Source: an optimization exercise on an open RTL-to-GDS flow (aim: small area and a short achievable clock period). Production flows keep margins and buffers that such runs may drop.
No run shown here included a check of the RTL's function; only the layout flow was run.
In every run shown here, the design's own scripts or RTL, not TritonCTS, make the clock network.
The flow treats the clock pin as an ideal source. Dropping or thinning the clock tree relies on that and would not hold on a real chip.

## flow/design.v (module list and top-level ports; edited modules follow where they fit)
// module mul16_top: 15 lines
// module multiplier: 1647 lines
// module mul_fa: 4 lines
// module mul_a21oi: 3 lines
// module mul_inv: 3 lines
// module mul_nand2: 3 lines
// module mul_nor2: 3 lines
// module mul_o21ai: 3 lines
// module mul_xnor2: 3 lines
// module mul_xor2: 3 lines
// module mul_xnor: 3 lines
// module mul_or: 3 lines
module mul16_top(
    input clk,
    input [15:0] a,
    input [15:0] b,
    output reg [31:0] res
);
  // ...
==> flow/flow/run.sh <==
#!/bin/bash
# Own layout flow: the standard ORFS flow (standard.sh), with
#  - port buffers of a small, fast buffer cell instead of the default delay buffer;
#  - the clock tree rebuilt after CTS as one level of four buffers driven by the clock
#    port (flatten_clock_core.tcl), which shortens the clock's insertion delay for all
#    registers alike;
#  - after that, and after global routing, timing repair aiming for setup slack above a
#    margin, so that the design is sized for the period it can reach rather than left at
#    minimum size by the loose clock.
# make's output goes to standard.log here; ORFS keeps each step's log in orfs/logs.
set -euo pipefail
cd "$(dirname "$0")/.."
export FLOW_DIR_OWN="$PWD/flow"
export FLOW_SETUP_MARGIN=0
export FLOW_IN_REG_CELL=sky130_fd_sc_hd__dfxtp_4
export BUFFER_PORTS_ARGS="-buffer_cell sky130_fd_sc_hd__buf_1"
export CTS_ARGS="-sink_clustering_enable -repair_clock_nets -dont_use_dummy_load -buf_list sky130_fd_sc_hd__clkbuf_8"
export POST_CTS_TCL="$PWD/flow/flatten_clock_post.tcl"
export PRE_GLOBAL_ROUTE_TCL="$PWD/flow/grt_margin.tcl"
bash standard.sh > standard.log 2>&1
==> flow/flow/flatten_clock_core.tcl <==
# Rebuild the clock tree that CTS made as a single level: the clock port drives
# NLEAF clock buffers directly, each driving the registers of one region of the
# core. This removes the root buffer level and so the clock's insertion delay
# (it does not skew registers against each other: all go through one buffer).
set nleaf 4
set bufcell sky130_fd_sc_hd__clkbuf_16
set block [ord::get_db_block]
set clknet [$block findNet clk]
# every register clock pin (sink) of the tree, and every clock-tree buffer
set sinks {}
set bufs {}
set todo [list $clknet]
while {[llength $todo]} {
  set net [lindex $todo 0]
  set todo [lrange $todo 1 end]
  foreach it [$net getITerms] {
    if {![$it isInputSignal] && [$it getIoType] ne "INPUT"} { continue }
    set inst [$it getInst]
    set m [[$inst getMaster] getName]
    if {[string match "sky130_fd_sc_hd__clkbuf*" $m] || [string match "sky130_fd_sc_hd__clkinv*" $m] || [string match "sky130_fd_sc_hd__buf*" $m]} {
      if {[lsearch -exact $bufs $inst] < 0} {
        lappend bufs $inst
        foreach o [$inst getITerms] {
          if {[$o isOutputSignal]} { lappend todo [$o getNet] }
        }
      }
    } else {
      lappend sinks $it
    }
  }
}
puts "flatten_clock: [llength $sinks] sinks, [llength $bufs] buffers"
# split the sinks into nleaf groups: halves by x, then each half by y
proc loc {it} {
  set b [[$it getInst] getBBox]
  return [list [expr {([$b xMin] + [$b xMax]) / 2}] [expr {([$b yMin] + [$b yMax]) / 2}]]
}
proc split_by {items idx} {
  set s [lsort -real -index 1 [lmap it $items {list $it [lindex [loc $it] $idx]}]]
  set n [expr {[llength $s] / 2}]
  return [list [lmap p [lrange $s 0 [expr {$n - 1}]] {lindex $p 0}] [lmap p [lrange $s $n end] {lindex $p 0}]]
}
set groups {}
foreach half [split_by $sinks 0] {
  foreach q [split_by $half 1] { lappend groups $q }
}
# remove the old tree
foreach inst $bufs {
  foreach o [$inst getITerms] {
    if {[$o isOutputSignal]} {
      set n [$o getNet]
      foreach it [$n getITerms] { $it disconnect }
      odb::dbNet_destroy $n
    }
  }
  odb::dbInst_destroy $inst
}
# one buffer per group, at the group's centre
set master [[ord::get_db] findMaster $bufcell]
set k 0
foreach g $groups {
  set sx 0; set sy 0
  foreach it $g { lassign [loc $it] x y; incr sx $x; incr sy $y }
  set cx [expr {$sx / [llength $g]}]; set cy [expr {$sy / [llength $g]}]
  set inst [odb::dbInst_create $block $master "clkbuf_leaf_$k"]
  set net [odb::dbNet_create $block "clknet_leaf_$k"]
  $net setSigType CLOCK
  [$inst findITerm A] connect $clknet
  [$inst findITerm X] connect $net
  foreach it $g { $it connect $net }
  $inst setLocation $cx $cy
  $inst setPlacementStatus PLACED
  puts "flatten_clock: clkbuf_leaf_$k drives [llength $g] sinks"
  incr k
}
==> flow/flow/flatten_clock_post.tcl <==
source $::env(FLOW_DIR_OWN)/flatten_clock_core.tcl
if {[info exists ::env(FLOW_IN_REG_CELL)] && $::env(FLOW_IN_REG_CELL) ne ""} {
  foreach inst [get_cells {a_r* b_r*}] {
    replace_cell $inst $::env(FLOW_IN_REG_CELL)
  }
}
detailed_placement
estimate_parasitics -placement
# size the design for the period it can reach: repair setup against a margin
set ::env(SETUP_SLACK_MARGIN) $::env(FLOW_SETUP_MARGIN)
repair_timing_helper
detailed_placement
check_placement -verbose
==> flow/flow/grt_margin.tcl <==
# the global-route stage's timing repair uses the same setup margin as after CTS
set ::env(SETUP_SLACK_MARGIN) $::env(FLOW_SETUP_MARGIN)
==> flow/standard.sh <==
#!/bin/bash
# synth_recipe.tcl (not shown) runs the flow's synth.tcl, then flattens the netlist and writes it again
# the make line also repeats each setting of config.mk as NAME=value (left out here)
make -C /OpenROAD-flow-scripts/flow DESIGN_CONFIG=/design/flow/config.mk WORK_HOME=/design/flow/orfs CLKGATE_MAP_FILE= SYNTH_SCRIPT=/design/flow/synth_recipe.tcl "${@:-finish}"
==> flow/config.mk <==
export PLATFORM = sky130hd
export DESIGN_NAME = mul16_top
export DESIGN_NICKNAME = mul16_top
export VERILOG_FILES = /design/flow/design.v
export SDC_FILE = /design/flow/constraint.sdc
export NUM_CORES = 4
export LEC_CHECK = 0
export CAP_MARGIN = 20
export CORE_MARGIN = 2
export CORE_UTILIZATION = 55
export SLEW_MARGIN = 20
export SYNTH_HIERARCHICAL = 1
==> flow/constraint.sdc <==
create_clock -name core_clock -period 22.0 [get_ports {clk}]
set_input_delay 4.4000 -clock core_clock [delete_from_list [all_inputs] [get_ports {clk}]]
set_output_delay 4.4000 -clock core_clock [all_outputs]
set_load 0.01 [all_outputs]
==> summary.txt, run 1 <==
The routed via count divided by cell count came out at 5.58.

The tightest min-delay check is of the reg2reg type. The period utilization is 0.231. In this run the remaining antenna-violating nets after routing total 0. The sum of routed wire length over all layers is 21800 µm. Once layout is complete, the utilization of the core stands at 0.552. The design has 64 sequential cells.

By count the netlist is led by nand2_1, fa_1, dfxtp_1, buf_6, o21ai_1. The number of nets in the finished design came out at 1069. The cell with the most instances after synthesis is nand2_1. The setup check on the worst reg-to-reg path leaves a slack of 16.93 ns. The startpoint identified for the worst hold timing path is a_r[0]. Leaving out fill and tap cells, the most frequent cell in the layout is nand2_1. Setup repair after global routing left no endpoint under its margin. The count of buffers inserted at the top-level ports came out at 64. The first-iteration detailed-routing DRC count came out at 332.

STA classifies the critical path startpoint as a flip-flop. The die width came out at 130 µm. The number of enable flip-flop cells after synthesis is 0. In the layout the commonest cells are nand2_1, fa_1, buf_1. The biggest slice of the area belongs to multi-input gates. In this run the tightest slew margin relative to its limit is 0.623.

The transition time at the pin with the least slew margin came out at 0.562 ns. For this run, the register share of the synthesized area comes to 0.147.

In the synthesized netlist, the number of instances is around 870. The category of cells accounting for the largest share of critical-path delay is flip-flops. Across all hold checks on the routed design, the worst slack comes to 0.630 ns. Of all cell types, the one taking the most synthesized area is fa_1. The first global-routing pass estimated 34900 µm of wire. The area growth from synthesis to layout is -2.86%. The slowest stage of the critical path is the dfxtp_1 cell. The number of multi-input logic gates is a little under 700. The final routed wire length divided by cell count came out at between 20 and 25 µm. The flow ran to the end and the layout has no timing, DRC or antenna violations. The met3 wire length came out at ~1900 µm.

The number of filler cells placed in the layout is 1435. The number of flip-flops under the largest register name came out at 32. The met1 track demand over resource is 0.377. The critical path startpoint is res[19].
==> inputs of run 2 (changes only) <==
--- a/flow/flow/run.sh
+++ b/flow/flow/run.sh
@@ -12,5 +12,5 @@
 cd "$(dirname "$0")/.."
 export FLOW_DIR_OWN="$PWD/flow"
-export FLOW_SETUP_MARGIN=0
+export FLOW_SETUP_MARGIN=16.95
 export FLOW_IN_REG_CELL=sky130_fd_sc_hd__dfxtp_4
 export BUFFER_PORTS_ARGS="-buffer_cell sky130_fd_sc_hd__buf_1"
==> summary.txt, run 2 <==
Outcome: no timing/DRC/antenna violations (unchanged). The net count after synthesis is 1095 (unchanged). The via total after detailed routing is 6022 (was 5858). The die width came to 130 µm (unchanged). Largest cells by area after synthesis: fa_1, dfxtp_1, nand2_1 (unchanged). The number of synthesized register bits came out at 64 (unchanged). The period utilization came to 0.228 (was 0.231). The element type at the critical path start is a flip-flop (unchanged). The category of cells accounting for the largest share of critical-path delay was flip-flops (unchanged).

Biggest regs: res: 32 flops, a_r: 16 flops, b_r: 16 flops (unchanged). The worst min-delay path class is reg2reg (unchanged). The global-route wire length before repair was 34900 µm (unchanged).

The data arrival at the endpoint of the critical path came out at 0.62 ns (was 0.67 ns). The average instance area after synthesis is 10.0 µm² (unchanged).

The clock skew after layout came to 0.0241 ns (was 0.0239 ns). The final routed wire length divided by cell count was 20.4 µm (was 20.8 µm). The largest driver fanout on the critical path is 1 (unchanged). The remaining design rule violation count came out at 0 (unchanged). The accumulated negative setup slack came out at 0 ns (unchanged). The all-layer global routing usage came out at 0.281 (unchanged). The most common cell after layout, fill and taps aside is nand2_1 (unchanged). The number of enable flip-flop cells after synthesis came out at 0 (unchanged).

Cells along the critical path: buf_1 (unchanged). The die area came out at 16900 µm² (unchanged). The share of flip-flops with an asynchronous set or reset after synthesis is 0 (unchanged).

The placeable core region is 15300 µm² (unchanged). The count of pins on the block boundary came out at 65 (unchanged). The number of instances in the synthesized netlist is 867 (unchanged). The first-iteration detailed-routing DRC count is 348 (was 332). The number of nets in the finished design is 1104 (was 1069). The routed via count divided by cell count is 5.55 (was 5.58). The class of the most critical setup path is reg2out (unchanged). The number of iterations in the first detailed-routing pass came out at 5 (unchanged). The transition time at the pin with the least slew margin is 0.592 ns (was 0.562 ns). The initial antenna violation count came out at 0 (unchanged). The most frequently used flop master after synthesis is dfxtp_1 (unchanged). The count of inserted antenna diode cells came out at 0 (unchanged). The number of antenna-violating nets in the routed design was 0 (unchanged). The count of buffering cells on the critical path with inverters included is 1 (unchanged). The number of global-route vias before repair came to 6530 (unchanged). The insertion delay to the later sink of the worst-skew pair came to 0.15 ns (about the same).

The total of warnings raised by yosys came out at 7 (unchanged). The final setup violation count came to 0 (unchanged). The highest attainable clock frequency came out at 199 MHz (was 197 MHz). The required time at the endpoint of the critical path is 17.60 ns (about the same). The register bank with the most flops was res (unchanged). The site row count came out at 45 (unchanged). The routability-driven placement congestion ratio came out at 0.908 (unchanged). The final hold violation count is 0 (unchanged). The relative area change from synthesis to final layout is 1.32% (was -2.86%).

The proportion of synthesized chip area in sequential cells was 0.147 (unchanged). The share of the core filled with cells is 0.576 (was 0.552). The kind of end point of the critical path is an output port (unchanged).

The total half-perimeter wirelength after legalization and detailed placement came to 16300 µm (unchanged). Top cell types by occurrence after synthesis: nand2_1, fa_1, dfxtp_1, buf_6, o21ai_1 (unchanged). The post-synthesis cell type with the largest combined area is fa_1 (unchanged).

The clock slew at the register clock pins of the worst setup and hold paths is 0.09 ns (about the same). The number of max-capacitance violations reported is 0 (unchanged). The share of final-layout standard cells stronger than drive strength 1 came out at 0.145 (was 0.0846).

The tightest slew margin relative to the limit is 0.603 (was 0.623). The pin count of the biggest net entering global routing was 17 (unchanged).

The number of clock sinks came to 64 (unchanged). The sum of routed wire length over all layers is 22200 µm (was 21800 µm).

The delay of the slowest cell on the worst path is 0.32 ns (was 0.36 ns). The minimum clock period after layout came out at 5.02 ns (was 5.07 ns). The cell with the most instances after synthesis is nand2_1 (unchanged). The number of library cell types mapped by synthesis came out at 15 (unchanged).

Most used cells in the layout excluding fill and tap cells: nand2_1, fa_1, buf_1 (unchanged). The die height is 130 µm (unchanged). The count of buffers inserted at the top-level ports is 64 (unchanged). The netlist area before placement came to 8710 µm² (unchanged). The slowest cell on the critical path is dfxtp_1 (unchanged). The number of flip-flops under the largest register name came out at 32 (unchanged). Unrepaired setup endpoints after global routing: true (was false). The max-slew violation total from the final report is 0 (unchanged). The starting density of the core is 0.568 (unchanged). The overflow left after global routing came out at 0 (unchanged). The fraction of synthesized cell area taken by the top area cell type is 0.448 (unchanged).
==> run 2: area by class of cell <==
type	instances	area (µm²)
well taps	211	264
plain buffers	4	100
inverters	15	56.3
flip-flops and latches	64	1400
repair buffers	99	554
fillers	1412	6490
multi-input cells	692	6440
==> run 2: final timing paths <==
kind | from | slack (ns) | endpoint | depth (start not counted)
worst min-delay path | a_r[0] | 0.63 | res[0] | 2
worst max register to register | b_r[6] | 17.12 | res[29] | 16
worst min register to register | a_r[0] | 0.63 | res[0] | 2
worst max-delay path | res[20] | 16.98 | res[20] | 1
==> run 2: cell families after synthesis <==
group / after synthesis / share of synthesized area
xor+xnor: 75 / 0.0755
buf+inv: 111 / 0.118
flops: 64 / 0.147
fa+ha+maj: 195 / 0.448
compound gates: 75 / 0.0539
simple gates: 347 / 0.157
==> run 2: routing by layer <==
| metal | part of all wire | wire [µm] | GRT usage | vias to the layer above |
|---|---|---|---|---|
| met1 | 0.41 | 9180 | 0.377 | 3063 |
| li1 | - | - | - | 2598 |
| met2 | 0.47 | 10500 | 0.467 | 318 |
| met5 | 0 | 0 | 0 | - |
| met4 | 0.027 | 590 | 0.0911 | 0 |
| met3 | 0.087 | 1920 | 0.0533 | 43 |
==> run 2: worst register-to-register path, cell delays in order, from the launching register on <==
cell     delay [ns]
dfxtp_4        0.44
buf_4          0.19
nand2_1        0.09
fa_1           0.58
fa_1           0.44
fa_1           0.40
fa_1           0.51
fa_1           0.46
xnor2_1        0.42
o21ai_1        0.21
a21oi_2        0.17
o21ai_1        0.15
a21oi_2        0.27
o21ai_2        0.13
inv_1          0.06
o21ai_1        0.07
xor2_1         0.16
==> run 2: metrics by stage <==
step	hold WS, ns	std cells	cell area, µm²	setup WS (ns)
detailed placement	0.872	1046	8240	16.55
global route	0.665	1085	8820	16.92
global placement	0.865	1046	8240	16.68
floorplan	0.642	867	8710	17.23
finish	0.627	1085	8820	16.98
==> run 2: per-module statistics from Yosys, one instance, submodules excluded, excerpt <==
| module | flip-flops and latches | cell area (µm²) |
|---|---|---|
| multiplier | 0 | 1960 |
| mul_a21oi | 0 | 8.76 |
| mul_fa | 0 | 20.0 |
| mul_nand2 | 0 | 3.75 |
| mul_or | 0 | 6.26 |
| mul_xnor2 | 0 | 8.76 |
| mul_xor2 | 0 | 8.76 |
==> inputs of run 3 (changes only) <==
--- a/flow/flow/run.sh
+++ b/flow/flow/run.sh
@@ -12,5 +12,5 @@
 cd "$(dirname "$0")/.."
 export FLOW_DIR_OWN="$PWD/flow"
-export FLOW_SETUP_MARGIN=16.95
+export FLOW_SETUP_MARGIN=16.9
 export FLOW_IN_REG_CELL=sky130_fd_sc_hd__dfxtp_4
 export BUFFER_PORTS_ARGS="-buffer_cell sky130_fd_sc_hd__buf_1"
==> summary.txt, run 3 <==
Outcome: no timing/DRC/antenna violations (unchanged). The proportion of synthesized chip area in sequential cells is 0.147 (unchanged). The worst min-delay path class is reg2reg (unchanged).

Most used cells in the layout excluding fill and tap cells: nand2_1, fa_1, buf_1 (unchanged). The remaining design rule violation count came out at 0 (unchanged). The number of global-route vias before repair is 6530 (unchanged). The pin count of the biggest net entering global routing came to 17 (unchanged). The die height was 130 µm (unchanged). The average instance area after synthesis is 10.0 µm² (unchanged). Cells along the critical path: buf_1 (unchanged). The first-iteration detailed-routing DRC count is 336 (was 348). The placed instance count is 1046 (unchanged).

The initial antenna violation count came out at 0 (unchanged). The final setup violation count is 0 (unchanged). The most frequently used flop master after synthesis is dfxtp_1 (unchanged). The relative area change from synthesis to final layout is 0.676% (was 1.32%). The number of max-capacitance violations reported came to 0 (unchanged). The number of library cell types mapped by synthesis is 15 (unchanged). Largest cells by area after synthesis: fa_1, dfxtp_1, nand2_1 (unchanged). The number of instances in the synthesized netlist is 867 (unchanged). The number of nets in the finished design is 1100 (was 1104). The period utilization is 0.229 (was 0.228). The number of enable flip-flop cells after synthesis came to 0 (unchanged). The total half-perimeter wirelength after legalization and detailed placement came out at 16300 µm (unchanged). The routed via count divided by cell count came out at 5.58 (was 5.55).

The met2 usage was 0.467 (unchanged). The number of antenna-violating nets in the routed design came to 0 (unchanged). The overflow left after global routing came out at 0 (unchanged).

The routing layer with the top usage in global route was met2 (unchanged). The category of cells accounting for the largest share of critical-path delay was flip-flops (unchanged). The number of synthesized register bits is 64 (unchanged). The count of pins on the block boundary is 65 (unchanged). The number of flip-flops under the largest register name came out at 32 (unchanged).

The clock slew at the register clock pins of the worst setup and hold paths came out at 0.09 ns (about the same). Unrepaired setup endpoints after global routing: false (was true). The netlist area before placement came out at 8710 µm² (unchanged). The share of final-layout standard cells stronger than drive strength 1 came to 0.130 (was 0.145). The fraction of synthesized cell area taken by the top area cell type is 0.448 (unchanged).

The placeable core region came out at 15300 µm² (unchanged). The delay of the slowest cell on the worst path came out at 0.34 ns (was 0.32 ns). The data arrival at the endpoint of the critical path was 0.64 ns (was 0.62 ns). The max-slew violation total from the final report came to 0 (unchanged).

The minimum clock period after layout came to 5.04 ns (was 5.02 ns). The clock skew after layout is 0.0232 ns (was 0.0241 ns). The element type at the critical path start is a flip-flop (unchanged). The final routed wire length divided by cell count is 20.4 µm (about the same). The net count after synthesis is 1095 (unchanged). The final hold violation count is 0 (unchanged). The transition time at the pin with the least slew margin was 0.584 ns (was 0.592 ns).

The all-layer global routing usage is 0.281 (unchanged). The share of flip-flops with an asynchronous set or reset after synthesis came out at 0 (unchanged). The met1 track demand over resource is 0.377 (unchanged). The global-route track usage on met3 was 0.0533 (unchanged). The cell with the most instances after synthesis is nand2_1 (unchanged).

The number of clock sinks came out at 64 (unchanged). The count of buffers inserted at the top-level ports came out at 64 (unchanged). The die width came out at 130 µm (unchanged). The tightest slew margin relative to the limit came out at 0.608 (was 0.603). Biggest regs: res: 32 flops, a_r: 16 flops, b_r: 16 flops (unchanged). The total of warnings raised by yosys was 7 (unchanged).

The class of the most critical setup path is reg2out (unchanged). The count of inserted antenna diode cells is 0 (unchanged). The global-route wire length before repair is 34900 µm (unchanged). The number of standard cells in the final layout excluding fillers came out at 1081 (was 1085).

The required time at the endpoint of the critical path is 17.60 ns (about the same). The highest attainable clock frequency came out at 198 MHz (was 199 MHz). The most common cell after layout, fill and taps aside was nand2_1 (unchanged). The count of buffering cells on the critical path with inverters included came to 1 (unchanged). The die area was 16900 µm² (unchanged). The post-synthesis cell type with the largest combined area was fa_1 (unchanged).

The accumulated negative setup slack is 0 ns (unchanged). The largest driver fanout on the critical path is 1 (unchanged). The kind of end point of the critical path is an output port (unchanged).

The slowest cell on the critical path is dfxtp_1 (unchanged). The sum of routed wire length over all layers is 22100 µm (was 22200 µm). The number of iterations in the first detailed-routing pass is 5 (unchanged). The site row count came out at 45 (unchanged). The starting density of the core came out at 0.568 (unchanged).

The register bank with the most flops is res (unchanged). The routability-driven placement congestion ratio is 0.908 (unchanged). The via total after detailed routing is 6028 (was 6022). Top cell types by occurrence after synthesis: nand2_1, fa_1, dfxtp_1, buf_6, o21ai_1 (unchanged).

The insertion delay to the later sink of the worst-skew pair is 0.15 ns (about the same).
run 3: cell families after synthesis:
family / after synthesis / synth area share
fa+ha+maj: 195 / 0.448
buf+inv: 111 / 0.118
xor+xnor: 75 / 0.0755
simple gates: 347 / 0.157
flops: 64 / 0.147
compound gates: 75 / 0.0539
run 3: per-stage QoR:
step            util  cell area [µm²]  hold WS [ns]  worst slack (ns)
6_report       0.572             8760         0.628             16.96
5_1_grt        0.572             8760         0.665             16.90
3_5_place_dp   0.538             8240         0.872             16.55
3_3_place_gp   0.538             8240         0.865             16.68
2_1_floorplan      -             8710         0.642             17.23
run 3: routing by layer:
metal  vias up  share of wire
li1       2591              -
met1      3117           0.42
met2       287           0.48
met3        33          0.085
met4         0          0.022
met5         -              0
run 3: area by class of cell:
type	count	area (µm²)
fill	1412	6550
multi-input combinational	692	6430
timing repair buffer	95	512
buffer	4	100
sequential	64	1400
inverter	15	56.3
tap	211	264
run 3: final timing paths:
path,from,end,slack (ns),depth (start not counted)
worst min register to register,a_r[0],res[0],0.63,2
worst min-delay path,a_r[0],res[0],0.63,2
worst max-delay path,res[21],res[21],16.96,1
worst max register to register,b_r[6],res[29],17.11,16
run 3: Yosys stat by module (local to each module, per instance), excerpt:
module     cells inside  times used
mul16_top            64           1
mul_fa                1         195
mul_xnor2             1          34
mul_xor2              1          26
mul_a21oi             1          25
mul_or                1          15
mul_o21ai             1          50
mul_inv               1          15
mul_nor2              1          25
mul_nand2             1          51

separate check: timing with driven ports:
Ports are ideal in the flow. The routed layouts listed here were re-timed in OpenROAD.
Step 1 assumes that a clkbuf_16 drives the clock port and a buf_2 every other input.
Step 2 also shifts input and output timing later by t, the mid clock arrival at the registers, as if the neighbouring blocks saw the same clock.
Slacks: ideal / step 1 / step 2; pairs: ideal / step 1.
run	t, ns	setup WS [ns]	worst data-port slew with drivers (ns)
run 1	0.247	16.927 / 16.822 / 16.932	0.04
run 2	0.246	16.980 / 16.876 / 17.122	0.04
run 3	0.245	16.956 / 16.852 / 17.098	0.04
After both steps every run listed still meets setup and hold.
